Source: an optimization exercise on an open RTL-to-GDS flow (aim: small area). Production flows keep margins and buffers that such runs may drop. The RTL was checked by simulation tests, not by an equivalence proof against the original design. Power figures rest on the tool's default switching activity, not on a simulated workload.

// vga_game
module vga_game(
    input clk, reset, higher_btn, lower_btn, confirm_btn,
    output [2:0] rgb_led, state,
    output o_hsync, o_vsync,
    output [3:0] o_red, o_green, o_blue,
    output [7:0] counter
    );
    reg [2:0] qh, ql;
    always @(posedge clk) begin
        qh <= {qh[1:0], higher_btn};
        ql <= {ql[1:0], lower_btn};
    end
    wire hp = qh[1] & qh[0] & ~qh[2];
    wire lp = ql[1] & ql[0] & ~ql[2];
    reg [2:0] s;
    reg [7:0] lfsr, rnum, cnt;
    wire [7:0] tnum = {lfsr_fb(rnum), rnum[7:1]};    
    function lfsr_fb(input [7:0] v);
        lfsr_fb = v[0] ^ v[2] ^ v[3] ^ v[4];
    endfunction
    wire st_idle  = (s == 3'b000);
    wire st_guess = (s == 3'b001);
    wire st_get   = (s[1:0] == 2'b10);
    wire st_check = (s[1:0] == 2'b11);
    wire st_res   = (s == 3'b100);
    wire right = s[2] ^ tnum[7];
    wire rng_en = st_idle | st_res | (st_guess & (hp | lp));
    always @(posedge clk) begin
        if (reset) s <= 3'b000;
        else if (st_idle | st_res) s <= confirm_btn ? 3'b001 : s;
        else if (st_guess) s <= hp ? 3'b010 : lp ? 3'b110 : 3'b001;
        else if (st_get) s <= {s[2], 2'b11};
        else if (st_check) s <= right ? 3'b001 : 3'b100;
        else s <= 3'b000;
        if (reset) lfsr <= 8'd1;
        else if (rng_en) lfsr <= {lfsr_fb(lfsr), lfsr[7:1]};
        if (st_idle) rnum <= 8'd0;
        else if (st_guess) rnum <= lfsr;
        if (st_idle) cnt <= 8'd0;
        else if (st_check & right) cnt <= cnt + 8'd1;
    end
    assign state = {s[2] & ~s[1], s[1:0]};
    assign counter = cnt;
    reg [1:0] ds;
    always @(posedge clk) begin
        if (reset) ds <= 2'b00;
        else ds <= st_idle ? 2'b01 : (st_res | s == 3'b101) ? 2'b11 : 2'b10;
    end
    assign rgb_led = {ds[1], ds[1] & ~ds[0], ds[1] ^ ds[0]};
    reg [11:0] hc;
    reg [9:0] v;
    wire [9:0] h = hc[11:2];
    wire hwrap = (hc == 12'd3199);
    always @(posedge clk) begin
        if (reset) hc <= 12'd3;
        else if (hwrap) hc <= 12'd0;
        else hc <= hc + 12'd1;
  ...
Size: roughly 910 cells after synthesis, about 62 flip-flops, about 33 I/O pins, about 5500 um^2 of cells after synthesis.
clock: 10.0 ns
lec_check: 0
abc_area: 1
cap_margin: 20
core_margin: 2
core_utilization: 70
place_density: 0.8
slew_margin: 20
run.sh (not shown) runs the stock make flow with config.mk's settings and CLKGATE_MAP_FILE= SYNTH_SCRIPT=/design/flow/synth_recipe.tcl, a recipe that flattens the netlist after the stock synthesis.
Then changed:
==> flow/flow/run.sh (new file) <==
#!/bin/bash
# Layout: the standard flow, with an area-oriented ABC script, unit-size port buffers and a
# clock tree of small buffers without dummy loads.
set -euo pipefail
W=$PWD
F=$W/flow
export BUFFER_PORTS_ARGS="-buffer_cell sky130_fd_sc_hd__buf_1"
export CTS_ARGS="-sink_clustering_enable -repair_clock_nets -dont_use_dummy_load -buf_list {sky130_fd_sc_hd__clkbuf_4 sky130_fd_sc_hd__clkbuf_8}"
bash standard.sh SYNTH_SCRIPT=$F/synth.tcl finish > $W/standard.log 2>&1
==> flow/flow/abc_area.script (new file) <==
strash
&get -n
&fraig -x
&put
scorr
dc2
strash
&get -n
&deepsyn -T 20
&put
dch
amap
topo
==> flow/flow/synth.tcl (new file) <==
# Standard synthesis (synth_recipe.tcl), with an area-oriented ABC script in place of ORFS's.
set flow_dir [file dirname [file normalize [info script]]]
proc abc {args} {
  global flow_dir
  set i [lsearch $args -script]
  if {$i >= 0} { lset args [expr {$i + 1}] [file join $flow_dir abc_area.script] }
  yosys abc {*}$args
}
source [file join [file dirname $flow_dir] synth_recipe.tcl]
==> flow/standard.sh (new file) <==
#!/bin/bash
# synth_recipe.tcl (not shown) runs the flow's synth.tcl, then flattens the netlist and writes it again
# the make line also repeats each setting of config.mk as NAME=value (left out here)
make -C /OpenROAD-flow-scripts/flow DESIGN_CONFIG=/design/flow/config.mk WORK_HOME=/design/flow/orfs CLKGATE_MAP_FILE= SYNTH_SCRIPT=/design/flow/synth_recipe.tcl "${@:-finish}"
--- a/flow/config.mk
+++ b/flow/config.mk
@@ -9,5 +9,5 @@
 export CAP_MARGIN = 20
 export CORE_MARGIN = 2
-export CORE_UTILIZATION = 70
-export PLACE_DENSITY = 0.8
+export CORE_UTILIZATION = 40
+export PLACE_DENSITY = 0.6
 export SLEW_MARGIN = 20
removed: flow/run.sh
Critical path depth goes down by 9; via count goes down by 30%; die area goes up by 29%; design area goes down by 26%; total power goes down by 14%; final cell count goes down by 26%.

* * *

before:
Another version of the RTL of vga_game (not shown whole).
For scale: roughly 520 cells after synthesis, ~60 flip-flops, ~3500 µm² of cells after synthesis.
==> flow/config.mk <==
export PLATFORM = sky130hd
export DESIGN_NAME = vga_game
export DESIGN_NICKNAME = vga_game
export VERILOG_FILES = /design/flow/design.v
export SDC_FILE = /design/flow/constraint.sdc
export NUM_CORES = 4
export LEC_CHECK = 0
export ABC_AREA = 1
export CAP_MARGIN = 20
export CORE_MARGIN = 2
export CORE_UTILIZATION = 70
export PLACE_DENSITY = 0.8
export SLEW_MARGIN = 20
==> flow/constraint.sdc <==
create_clock -name core_clock -period 10.0 [get_ports {clk}]
set_input_delay 2.0000 -clock core_clock [delete_from_list [all_inputs] [get_ports {clk}]]
set_output_delay 2.0000 -clock core_clock [all_outputs]
set_load 0.01 [all_outputs]
standard.sh (not shown) runs the stock make flow with config.mk's settings and CLKGATE_MAP_FILE= SYNTH_SCRIPT=/design/flow/synth_recipe.tcl, a recipe that flattens the netlist after the stock synthesis.
==> flow/flow/run.sh <==
#!/bin/bash
# Layout: the standard flow, with an area-oriented ABC script, unit-size port buffers and a
# clock tree of small buffers without dummy loads. Adders are left to ABC (no ORFS adder map).
set -euo pipefail
W=$PWD
F=$W/flow
export BUFFER_PORTS_ARGS="-buffer_cell sky130_fd_sc_hd__buf_1"
export CTS_ARGS="-sink_clustering_enable -repair_clock_nets -dont_use_dummy_load -buf_list {sky130_fd_sc_hd__clkbuf_4}"
bash standard.sh SYNTH_SCRIPT=$F/synth.tcl ADDER_MAP_FILE= finish > $W/standard.log 2>&1
==> flow/flow/abc_area.script <==
strash
&get -n
&fraig -x
&put
scorr
dc2
strash
&get -n
&deepsyn -I 4 -T 100 -S 1
&put
dch -f
amap
strash
&get -n
&deepsyn -I 2 -T 60 -S 3
&put
dch -f
amap
topo
==> flow/flow/synth.tcl <==
# Standard synthesis (synth_recipe.tcl), with an area-oriented ABC script in place of ORFS's.
set flow_dir [file dirname [file normalize [info script]]]
proc abc {args} {
  global flow_dir
  set i [lsearch $args -script]
  if {$i >= 0} { lset args [expr {$i + 1}] [file join $flow_dir abc_area.script] }
  yosys abc {*}$args
}
source [file join [file dirname $flow_dir] synth_recipe.tcl]
Changes in after relative to before:
==> flow/flow/abc_area.script <==
strash
&get -n
&fraig -x
&put
scorr
dc2
strash
&get -n
&deepsyn -I 4 -T 100 -S 1
&put
dch -f
amap
topo
### Flow results
Going from before to after, final total power decreased by 6.7 µW relative to the old numbers, static leakage power went up, gate count after technology mapping grew by 10. In the flow results for before and after, the weighted congestion reported at the end of routability-driven placement is smaller on after. Cmp before and after / post-synth net total / lower: before. Summary of after over before: number of buffers other than clock buffers in the final layout saw a decrease; number of stages on the worst hold path held; XOR/XNOR share of the synthesized area now sits at about the same level.

[port drivers added, routing unchanged]
No port has a modelled driver above. Below, the same layouts with a new extraction and two added sets of constraints.
Step 1 sets driving cells, clkbuf_16 on the clock port and buf_2 on the other inputs (assumed; they add their load-dependent delay and slew).
Step 2 times the ports against the registers' clock, not the clock port: input delays grow and output delays shrink by t, the midpoint of the rising clock arrivals with the driver on.
a / b / c = no drivers / after step 1 / after step 2; a / b = the first two.
| run | t, ns | setup WS [ns] | clock arrival spread, ns | worst register clock-pin slew, ns |
|---|---|---|---|---|
| the first run of note 1 | 0.376 | 5.879 / 5.849 / 5.879 | 0.011 / 0.010 | 0.08 / 0.08 |
| the second run of note 1 | 0.370 | 2.975 / 2.975 / 2.975 | 0.024 / 0.024 | 0.08 / 0.08 |
| before | 0.434 | 4.164 / 4.164 / 4.164 | 0.030 / 0.030 | 0.11 / 0.11 |
| after | 0.444 | 4.019 / 4.019 / 4.019 | 0.039 / 0.039 | 0.11 / 0.11 |
After both steps every run listed still meets setup and hold.
